From an optimization exercise on the open Yosys and OpenROAD flow, aimed at small area and a short achievable clock period; shortcuts taken in it are not production practice. Only simulation tests tie the RTL to the original design; equivalence was not proved. Power is estimated from default activity; no workload was simulated.

// sorting_network_top
module sorting_network_top (
  input          clk_i,
  input          rst_i,
  input  [99:0]  data_i,
  input          data_valid_i,
  output [99:0]  data_o,
  output         data_valid_o
);
  sorting_network #(
    .NUMBER_WIDTH   ( 10 ),
    .NUMBERS_AMOUNT ( 10 )
  ) u_sorting_network (
    .clk_i        ( clk_i        ),
    .rst_i        ( rst_i        ),
    .data_i       ( data_i       ),
    .data_valid_i ( data_valid_i ),
    .data_o       ( data_o       ),
    .data_valid_o ( data_valid_o )
  );
endmodule
Settings: LEC_CHECK=0, CAP_MARGIN=20, CORE_MARGIN=2, CORE_UTILIZATION=40, CTS_CLUSTER_DIAMETER=100, CTS_CLUSTER_SIZE=20, SETUP_SLACK_MARGIN=2.7, SLEW_MARGIN=20; clock period 5.0 ns.
standard.sh (not shown) runs the stock make flow with config.mk's settings and CLKGATE_MAP_FILE= SYNTH_SCRIPT=/design/flow/synth_recipe.tcl, a recipe that flattens the netlist after the stock synthesis.
==> flow/flow/run.sh <==
#!/bin/bash
# The standard layout (the standard.sh: ORFS synthesis through finish), with these
# changes to how ORFS builds it:
#  - port buffers: buf_4 on every input, buf_2 on every output (flow/pre_gpl.tcl), instead
#    of the delay-cell footprint that buffer_ports picks by default,
#  - timing repair may resize cells across footprints (MATCH_CELL_FOOTPRINT=0), and
#  - the pins are placed with inputs on the left edge and outputs on the right (flow/io.tcl).
# Every tool's output goes to ORFS's own logs; make's output goes to flow_make.log here.
set -euo pipefail
bash standard.sh MATCH_CELL_FOOTPRINT=0 \
  "PRE_GLOBAL_PLACE_TCL=$PWD/flow/pre_gpl.tcl" \
  "BUFFER_PORTS_ARGS=-inputs -buffer_cell sky130_fd_sc_hd__buf_4" \
  "IO_CONSTRAINTS=$PWD/flow/io.tcl" finish > flow_make.log 2>&1
==> flow/flow/io.tcl <==
# Pin placement: every input on the left edge, every output on the right edge, so the
# pipeline runs from left to right and the all-pairs comparators sit near their inputs.
set_io_pin_constraint -direction INPUT -region left:*
set_io_pin_constraint -direction OUTPUT -region right:*
==> flow/flow/pre_gpl.tcl <==
# Output ports get buf_2 buffers (the standard buffer_ports call that follows then buffers
# the inputs only, with the cell BUFFER_PORTS_ARGS names).
buffer_ports -outputs -buffer_cell sky130_fd_sc_hd__buf_2
The first run finished with timing, DRC and antenna clean.
Next try:
Settings changed: SETUP_SLACK_MARGIN 2.7 to 3.05.
=> The new run finished clean. Core utilization climbs by 3.7 points. Routed wire length climbs by a few percent. Sequential power went up by a few percent. First-iteration DRC count shrinks by roughly a tenth. Critical path depth came out higher by 3. Via count fell slightly. Fmax came out higher by roughly a tenth. Power rose by a few percent.
Next try:
--- a/flow/flow/run.sh
+++ b/flow/flow/run.sh
@@ -4 +4 @@
-#  - port buffers: buf_4 on every input, buf_2 on every output (flow/pre_gpl.tcl), instead
+#  - port buffers: buf_6 on every input, buf_2 on every output (flow/pre_gpl.tcl), instead
@@ -12 +12 @@
-  "BUFFER_PORTS_ARGS=-inputs -buffer_cell sky130_fd_sc_hd__buf_4" \
+  "BUFFER_PORTS_ARGS=-inputs -buffer_cell sky130_fd_sc_hd__buf_6" \
Settings changed: SETUP_SLACK_MARGIN 3.05 to 2.9.
The new run completed with no timing, DRC or antenna violations.
Sequential power decreases by about 2%.
Cell count came out lower by 1.4%.
Die area does not change.
Via count barely changes.
Sequential share of layout area grows by 1.2 points.
Setup slack loses 0.25 ns.
Design area drops by about 5%.
First-iteration DRC count rose by about 14%.
Register-to-register slack gets worse by 0.14 ns.
Clock power shrinks by about 3%.
Wire length went down by about 0.4%.
Next try:
--- a/flow/flow/run.sh
+++ b/flow/flow/run.sh
@@ -4 +4 @@
-#  - port buffers: buf_6 on every input, buf_2 on every output (flow/pre_gpl.tcl), instead
+#  - port buffers: buf_4 on every input, buf_2 on every output (flow/pre_gpl.tcl), instead
@@ -12 +12 @@
-  "BUFFER_PORTS_ARGS=-inputs -buffer_cell sky130_fd_sc_hd__buf_6" \
+  "BUFFER_PORTS_ARGS=-inputs -buffer_cell sky130_fd_sc_hd__buf_4" \
Settings changed: CORE_ASPECT_RATIO set to 0.5.
Result:
- via count climbs slightly
- area after synthesis stays the same
- sequential cell count stays the same
- hold slack gets better by 0.0031 ns
- count of clock-buffer cells in the layout is lower by 3
- sequential power grows by a few percent
- maximum frequency grows by a few percent
- final area goes down by a few percent
- wire length went down by a few percent
- power increases slightly

========
## v13
The RTL this note starts from:
==> flow/design.v <==
module sorting_network_top (
  input          clk_i,
  input          rst_i,
  input  [99:0]  data_i,
  input          data_valid_i,
  output [99:0]  data_o,
  output         data_valid_o
);
  sorting_network #(
    .NUMBER_WIDTH   ( 10 ),
    .NUMBERS_AMOUNT ( 10 )
  ) u_sorting_network (
    .clk_i        ( clk_i        ),
    .rst_i        ( rst_i        ),
    .data_i       ( data_i       ),
    .data_valid_i ( data_valid_i ),
    .data_o       ( data_o       ),
    .data_valid_o ( data_valid_o )
  );
endmodule

module sorting_network #(
  parameter int NUMBER_WIDTH   = 10,
  parameter int NUMBERS_AMOUNT = 10
)(
  input                                                 clk_i,
  input                                                 rst_i,
  input  [NUMBERS_AMOUNT - 1 : 0][NUMBER_WIDTH - 1 : 0] data_i,
  input                                                 data_valid_i,
  output [NUMBERS_AMOUNT - 1 : 0][NUMBER_WIDTH - 1 : 0] data_o,
  output                                                data_valid_o
);
localparam int N = NUMBERS_AMOUNT;
localparam int W = NUMBER_WIDTH;
function automatic logic gt_f( input logic [W - 1 : 0] a, input logic [W - 1 : 0] b );
  logic c;
  c = 1'b0;
  for( int i = 0; i < W; i++ )
    c = ( a[i] & ~b[i] ) | ( a[i] & c ) | ( ~b[i] & c );
  gt_f = c;
endfunction
function automatic logic [3 : 0] csa9_f( input logic [8 : 0] b );
  logic [2 : 0] s, c;
  logic         w1, w2a, w2b, w4;
  for( int g = 0; g < 3; g++ )
    begin
      s[g] = b[3 * g] ^ b[3 * g + 1] ^ b[3 * g + 2];
      c[g] = ( b[3 * g] & b[3 * g + 1] ) | ( b[3 * g] & b[3 * g + 2] ) | ( b[3 * g + 1] & b[3 * g + 2] );
    end
  w1  = s[0] ^ s[1] ^ s[2];
  w2a = ( s[0] & s[1] ) | ( s[0] & s[2] ) | ( s[1] & s[2] );
  w2b = c[0] ^ c[1] ^ c[2];
  w4  = ( c[0] & c[1] ) | ( c[0] & c[2] ) | ( c[1] & c[2] );
  csa9_f = { w4, w2b, w2a, w1 };
endfunction
function automatic logic [5 : 0] half_f( input logic [3 : 0] r );
  logic [4 : 0] m;
  m[0] = ~r[3] & ~r[2] & ~r[1];
  m[1] = ~r[3] & ( r[2] ^ r[1] );
  m[2] = ( ~r[3] & r[2] & r[1] ) | ( r[3] & ~r[2] & ~r[1] );
  m[3] = r[3] & ( r[2] ^ r[1] );
  m[4] = r[3] & r[2] & r[1];
  half_f = { m, r[0] };
endfunction
logic [N - 1 : 0][N - 1 : 0]  gt;
logic [N - 1 : 0][8 : 0]      votes;
logic [N - 1 : 0][5 : 0]      rank;
logic [N - 1 : 0][9 : 0]      sel;
logic [N - 1 : 0][W - 1 : 0]  sorted;
logic [N - 1 : 0][W - 1 : 0]  data_q1;
logic [N - 1 : 0][W - 1 : 0]  data_q2;
logic [N - 1 : 0][W - 1 : 0]  sorted_q;
logic [N - 1 : 0][N - 1 : 0]  gt_q;
logic [N - 1 : 0][5 : 0]      rank_q;
logic [2 : 0]                 valid_d;
always_comb
  begin
    gt = '0;
    for( int i = 0; i < N; i++ )
      for( int j = i + 1; j < N; j++ )
        gt[i][j] = gt_f( data_i[i], data_i[j] );
  end
always_comb
  for( int i = 0; i < N; i++ )
    begin
      for( int j = 0; j < N - 1; j++ )
        votes[i][j] = ( j < i ) ? !gt_q[j][i] : gt_q[i][j + 1];
      rank[i] = half_f( csa9_f( votes[i] ) );
    end
always_comb
  for( int k = 0; k < N; k++ )
    begin
      sorted[k] = '0;
      for( int i = 0; i < N; i++ )
        begin
          for( int m = 0; m < N; m++ )
            sel[i][m] = rank_q[i][1 + m / 2] & ( rank_q[i][0] == m[0] );
          sorted[k] = sorted[k] | ( data_q2[i] & {W{sel[i][k]}} );
        end
    end
always_ff @( posedge clk_i )
  begin
    data_q1  <= data_i;
    for( int i = 0; i < N; i++ )
      for( int j = i + 1; j < N; j++ )
        gt_q[i][j] <= gt[i][j];
    data_q2  <= data_q1;
    rank_q   <= rank;
    sorted_q <= sorted;
  end
always_ff @( posedge clk_i, posedge rst_i )
  if( rst_i )
    valid_d <= '0;
  else
    valid_d <= { valid_d[1 : 0], data_valid_i };
assign data_o       = sorted_q;
assign data_valid_o = valid_d[2];
endmodule
clock: 5.0 ns
lec_check: 0
cap_margin: 20
core_margin: 2
core_utilization: 40
cts_cluster_diameter: 100
cts_cluster_size: 20
setup_slack_margin: 2.9
slew_margin: 20
==> flow/flow/run.sh <==
#!/bin/bash
# The standard layout (the standard.sh: ORFS synthesis through finish), with these
# changes to how ORFS builds it:
#  - port buffers: buf_2 on every port, instead of the delay-cell footprint that
#    buffer_ports picks by default,
#  - timing repair may resize cells across footprints (MATCH_CELL_FOOTPRINT=0), and
#  - the pins are placed with inputs on the left edge and outputs on the right (flow/io.tcl).
# Every tool's output goes to ORFS's own logs; make's output goes to flow_make.log here.
set -euo pipefail
bash standard.sh MATCH_CELL_FOOTPRINT=0 \
  "BUFFER_PORTS_ARGS=-buffer_cell sky130_fd_sc_hd__buf_2" \
  "IO_CONSTRAINTS=$PWD/flow/io.tcl" finish > flow_make.log 2>&1
Scripts as last shown in full above: flow/flow/io.tcl
v13 ended with every stage complete and zero timing, DRC or antenna violations.
Setup changes, v13 to v42
Settings: CTS_CLUSTER_DIAMETER: 100 -> unset; CTS_CLUSTER_SIZE: 20 -> unset.
diff --git a/flow/flow/run.sh b/flow/flow/run.sh
--- a/flow/flow/run.sh
+++ b/flow/flow/run.sh
@@ -4,2 +4,2 @@
-#  - port buffers: buf_2 on every port, instead of the delay-cell footprint that
-#    buffer_ports picks by default,
+#  - port buffers: buf_4 on every input, buf_2 on every output (flow/pre_gpl.tcl), instead
+#    of the delay-cell footprint that buffer_ports picks by default,
@@ -11 +11,2 @@
-  "BUFFER_PORTS_ARGS=-buffer_cell sky130_fd_sc_hd__buf_2" \
+  "PRE_GLOBAL_PLACE_TCL=$PWD/flow/pre_gpl.tcl" \
+  "BUFFER_PORTS_ARGS=-inputs -buffer_cell sky130_fd_sc_hd__buf_4" \
==> flow/flow/pre_gpl.tcl (new file) <==
# Output ports get buf_2 buffers (the standard buffer_ports call that follows then buffers
# the inputs only, with the cell BUFFER_PORTS_ARGS names).
buffer_ports -outputs -buffer_cell sky130_fd_sc_hd__buf_2
Findings:
Row portion of total power attributed to the clock network: v42 higher / v13 lower
Taking v13 as the reference, in v42 clock latency of the later-clocked register in the worst-skew pair went up; critical path depth went up; area growth from synthesis to final layout moved up.
v42 against v13: worst setup slack went up, wire length went up.
Relative to v42, the following input files were edited for v59:
Settings: changing SETUP_SLACK_MARGIN from 2.9 to 3.3; setting CTS_CLUSTER_SIZE to 20 for the first time; setting CTS_CLUSTER_DIAMETER to 100 for the first time.
[summary]
The sequential cell area of v59 exceeds that of v42 by 3.2%. v59 vs v42: worst slew margin relative to its limit up. On worst clock skew: v59 sits below v42. v59 ended up with more standard cells than v42. v59 completed end to end with timing, DRC and antenna clean. Compared with v42, v59 shows a number of filler cells placed in the layout that is 336 lower.
For v38, these inputs were changed with respect to v59:
Settings: setting PLACE_DENSITY to 0.7 for the first time; changing SETUP_SLACK_MARGIN from 3.3 to 2.9.
Findings:
Detailed router's first-iteration violation count of v38 exceeds that of v59 slightly.
Maximum VDD drop, v38 vs v59: up by more than 10%
v38 vs. v59: routing usage on met2 decreased by 1.5 points relative to the old numbers; via count of the first global-routing pass now smaller; minimum setup slack in the final design now sits lower; layout overhead on the synthesized area moved down.
| sequential share of layout area | higher: v38 |
Summary — initial antenna violation count, v38 relative to v59: lower, by 2.
Note that the non-clock buffer count recorded for v59 amounts to 1.7 times the value seen in v38.

========
## run A
RTL: the design.v shown in full above, as it stands there.
clock: 5.0 ns
lec_check: 0
cap_margin: 20
core_margin: 2
core_utilization: 40
cts_buf_list: sky130_fd_sc_hd__clkbuf_8
cts_cluster_diameter: 80
cts_cluster_size: 16
setup_slack_margin: 2.9
slew_margin: 20
==> flow/flow/run.sh <==
#!/bin/bash
# The standard layout (the standard.sh: ORFS synthesis through finish), with these
# changes to how ORFS builds it:
#  - port buffers: buf_4 on every input, buf_2 on every output (flow/pre_gpl.tcl), instead
#    of the delay-cell footprint that buffer_ports picks by default,
#  - timing repair may resize cells across footprints (MATCH_CELL_FOOTPRINT=0), and
#  - the pins are placed with inputs on the left edge and outputs on the right (flow/io.tcl).
# Every tool's output goes to ORFS's own logs; make's output goes to flow_make.log here.
set -euo pipefail
bash standard.sh MATCH_CELL_FOOTPRINT=0 \
  "PRE_GLOBAL_PLACE_TCL=$PWD/flow/pre_gpl.tcl" \
  "BUFFER_PORTS_ARGS=-inputs -buffer_cell sky130_fd_sc_hd__buf_4" \
  "IO_CONSTRAINTS=$PWD/flow/io.tcl" finish > flow_make.log 2>&1
==> flow/flow/pre_gpl.tcl <==
# Output ports get buf_2 buffers (the standard buffer_ports call that follows then buffers
# the inputs only, with the cell BUFFER_PORTS_ARGS names).
buffer_ports -outputs -buffer_cell sky130_fd_sc_hd__buf_2
Scripts as last shown in full above: flow/flow/io.tcl
--- input diff run A..run B ---
Settings: a change of CORE_UTILIZATION from 40 to 50; a change of CTS_CLUSTER_SIZE from 16 to 20; a deleted CTS_BUF_LIST that had been sky130_fd_sc_hd__clkbuf_8; a change of CTS_CLUSTER_DIAMETER from 80 to 100.
[summary]
Both conditions hold for run B: the flow ran to the end and the final layout passed the timing, design-rule and antenna checks. The final non-filler cell total of run B is lower than that of run A. Compared with run A, run B shows power dissipated in sequential cells that has gone up by a few percent. In run B, combinational share of power is lower than in run A. Compared with run A, run B has less setup slack. Between run A and run B, the hold slack is higher for run B. Compared with run A, in run B all-layer global routing usage saw an increase, total of clock buffers placed in the layout -27%.
#### Input delta (run C over run B)
Settings: CTS_CLUSTER_SIZE changed from 20 to 24; CORE_UTILIZATION changed from 50 to 40; CTS_CLUSTER_DIAMETER changed from 100 to 110.
## What came out
- Data arrival at the endpoint of the critical path in run C is 0.13 ns lower than in run B
- Cmp run C vs run B: non-clock buffer total of the final layout lower in run C
- Diff run B -> run C | total number of placement rows | up by more than 10%
- On number of antenna violations at the first check in global routing: between run C and run B, it ends up lower for run B.
- [compare] base=run B new=run C: power after layout closely matched the old numbers, number of inserted diodes decreased by 4 relative to the old numbers, number of vias in the routed layout decreased by about 1.1% relative to the old numbers.
- Run C has transition time at the pin with the least slew margin below what run B had.
- Compared with run B, run C shows a clock period minus worst slack that is 0.13 ns lower.
- Setup WNS run B -> run C: better
[inputs] run D vs run C
Settings: a change of CTS_CLUSTER_SIZE from 24 to 20; a change of CTS_CLUSTER_DIAMETER from 110 to 100.
==> flow/flow/run.sh <==
#!/bin/bash
# The standard layout (the standard.sh: ORFS synthesis through finish), with three
# changes to how ORFS builds it:
#  - the port buffers that buffer_ports inserts are buf_4 cells instead of the delay-cell
#    footprint it picks by default,
#  - timing repair may resize cells across footprints (MATCH_CELL_FOOTPRINT=0), and
#  - the pins are placed with inputs on the left edge and outputs on the right (flow/io.tcl).
# Every tool's output goes to ORFS's own logs; make's output goes to flow_make.log here.
set -euo pipefail
bash standard.sh MATCH_CELL_FOOTPRINT=0 "BUFFER_PORTS_ARGS=-buffer_cell sky130_fd_sc_hd__buf_4" \
  "IO_CONSTRAINTS=$PWD/flow/io.tcl" finish > flow_make.log 2>&1
removed: flow/flow/pre_gpl.tcl
[summary]
- Summary of run D over run C: count of placed standard cells in the final layout, fillers left out shows an increase of 3.1%, minimum period implied by the final worst setup slack decreased by 0.015 ns relative to the old numbers, data-path buffer share of cell area in the final layout climbed 2.4 points, number of iterations in the first detailed-routing pass up 2.
- Run D vs. run C: relative contribution of combinational cells to total power rose by 2.1 points, smallest setup slack after layout rose by 0.015 ns.
- Post-route standard cell area excluding fillers for run D is higher than for run C.
- Number of buffers outside the clock class in the layout: run D and run C compared, higher one is run D
- Comparing run D and run C, clock share of power is lower on run C.
- Met3 capacity usage during global routing | run D below run C
Modified inputs, run E compared to run D
==> flow/flow/run.sh <==
#!/bin/bash
# The standard layout (the standard.sh: ORFS synthesis through finish), with these
# changes to how ORFS builds it:
#  - port buffers: buf_4 on every input, buf_2 on every output (flow/pre_gpl.tcl), instead
#    of the delay-cell footprint that buffer_ports picks by default,
#  - timing repair may resize cells across footprints (MATCH_CELL_FOOTPRINT=0), and
#  - the pins are placed with inputs on the left edge and outputs on the right (flow/io.tcl).
# Every tool's output goes to ORFS's own logs; make's output goes to flow_make.log here.
set -euo pipefail
bash standard.sh MATCH_CELL_FOOTPRINT=0 \
  "PRE_GLOBAL_PLACE_TCL=$PWD/flow/pre_gpl.tcl" \
  "BUFFER_PORTS_ARGS=-inputs -buffer_cell sky130_fd_sc_hd__buf_4" \
  "IO_CONSTRAINTS=$PWD/flow/io.tcl" finish > flow_make.log 2>&1
==> flow/flow/pre_gpl.tcl (new file) <==
# Output ports get buf_2 buffers (the standard buffer_ports call that follows then buffers
# the inputs only, with the cell BUFFER_PORTS_ARGS names).
buffer_ports -outputs -buffer_cell sky130_fd_sc_hd__buf_2
==> run summary <==
- Run D completed end to end with timing, DRC and antenna clean.
- Run E | status: complete | timing, DRC, antenna: pass
- For run E, the timing startpoint of the critical path was data_i[27], unlike run D, where it was u_sorting_network.valid_d[2].
- On fraction of power consumed by combinational cells: between run D and run E, it ends up lower for run E.
- Average via count per standard cell of run E exceeds that of run D by a few percent.
- In the tables for run D and run E, critical path depth reads lower with run D.
- Non-clock buffer count in run E is about 40% below run D.
- Share of the cycle needed by the critical path after routing: run E < run D
- The register bit total from synthesis of run E and that of run D are within noise of each other.

[port drivers added, routing unchanged]
How much do the figures lean on ideal ports? The routed layouts below were timed once more, with nothing changed but the port constraints. Step 1, drivers: a clkbuf_16 drives clk_i and a buf_2 each remaining input, both assumed. Step 2 adds t to the input delays and takes it off the output delays; t is the mean of the earliest and latest rising clock arrival at the registers after step 1. Input paths then give back, and output paths get back, about the clock's delay inside the block. a / b / c = ideal ports / drivers / drivers and shift; a / b = the first two.
run | t (ns) | setup slack, ns | worst slew at a driven data input, ns
the first run of note 1 | 0.653 | 2.589 / 2.589 / 1.966 | 0.09
the second run of note 1 | 0.667 | 2.825 / 2.830 / 2.163 | 0.09
the third run of note 1 | 0.658 | 2.575 / 2.600 / 1.942 | 0.09
the fourth run of note 1 | 0.655 | 2.724 / 2.724 / 2.185 | 0.06
v13 | 0.644 | 2.751 / 2.690 / 2.142 | 0.09
v42 | 0.649 | 2.780 / 2.777 / 2.127 | 0.07
v59 | 0.671 | 2.866 / 2.803 / 2.412 | 0.18
v38 | 0.656 | 2.732 / 2.732 / 2.231 | 0.05
run A | 0.687 | 2.736 / 2.763 / 2.076 | 0.07
run B | 0.655 | 2.602 / 2.637 / 1.983 | 0.07
run C | 0.636 | 2.730 / 2.773 / 2.137 | 0.07
run D | 0.663 | 2.745 / 2.678 / 2.211 | 0.07
run E | 0.669 | 2.754 / 2.794 / 2.125 | 0.08
After both steps setup and hold are still met in every run listed. The setup slack of the second run of note 1, which loses most, moves by +0.005 ns with the drivers and by -0.662 ns with both steps.
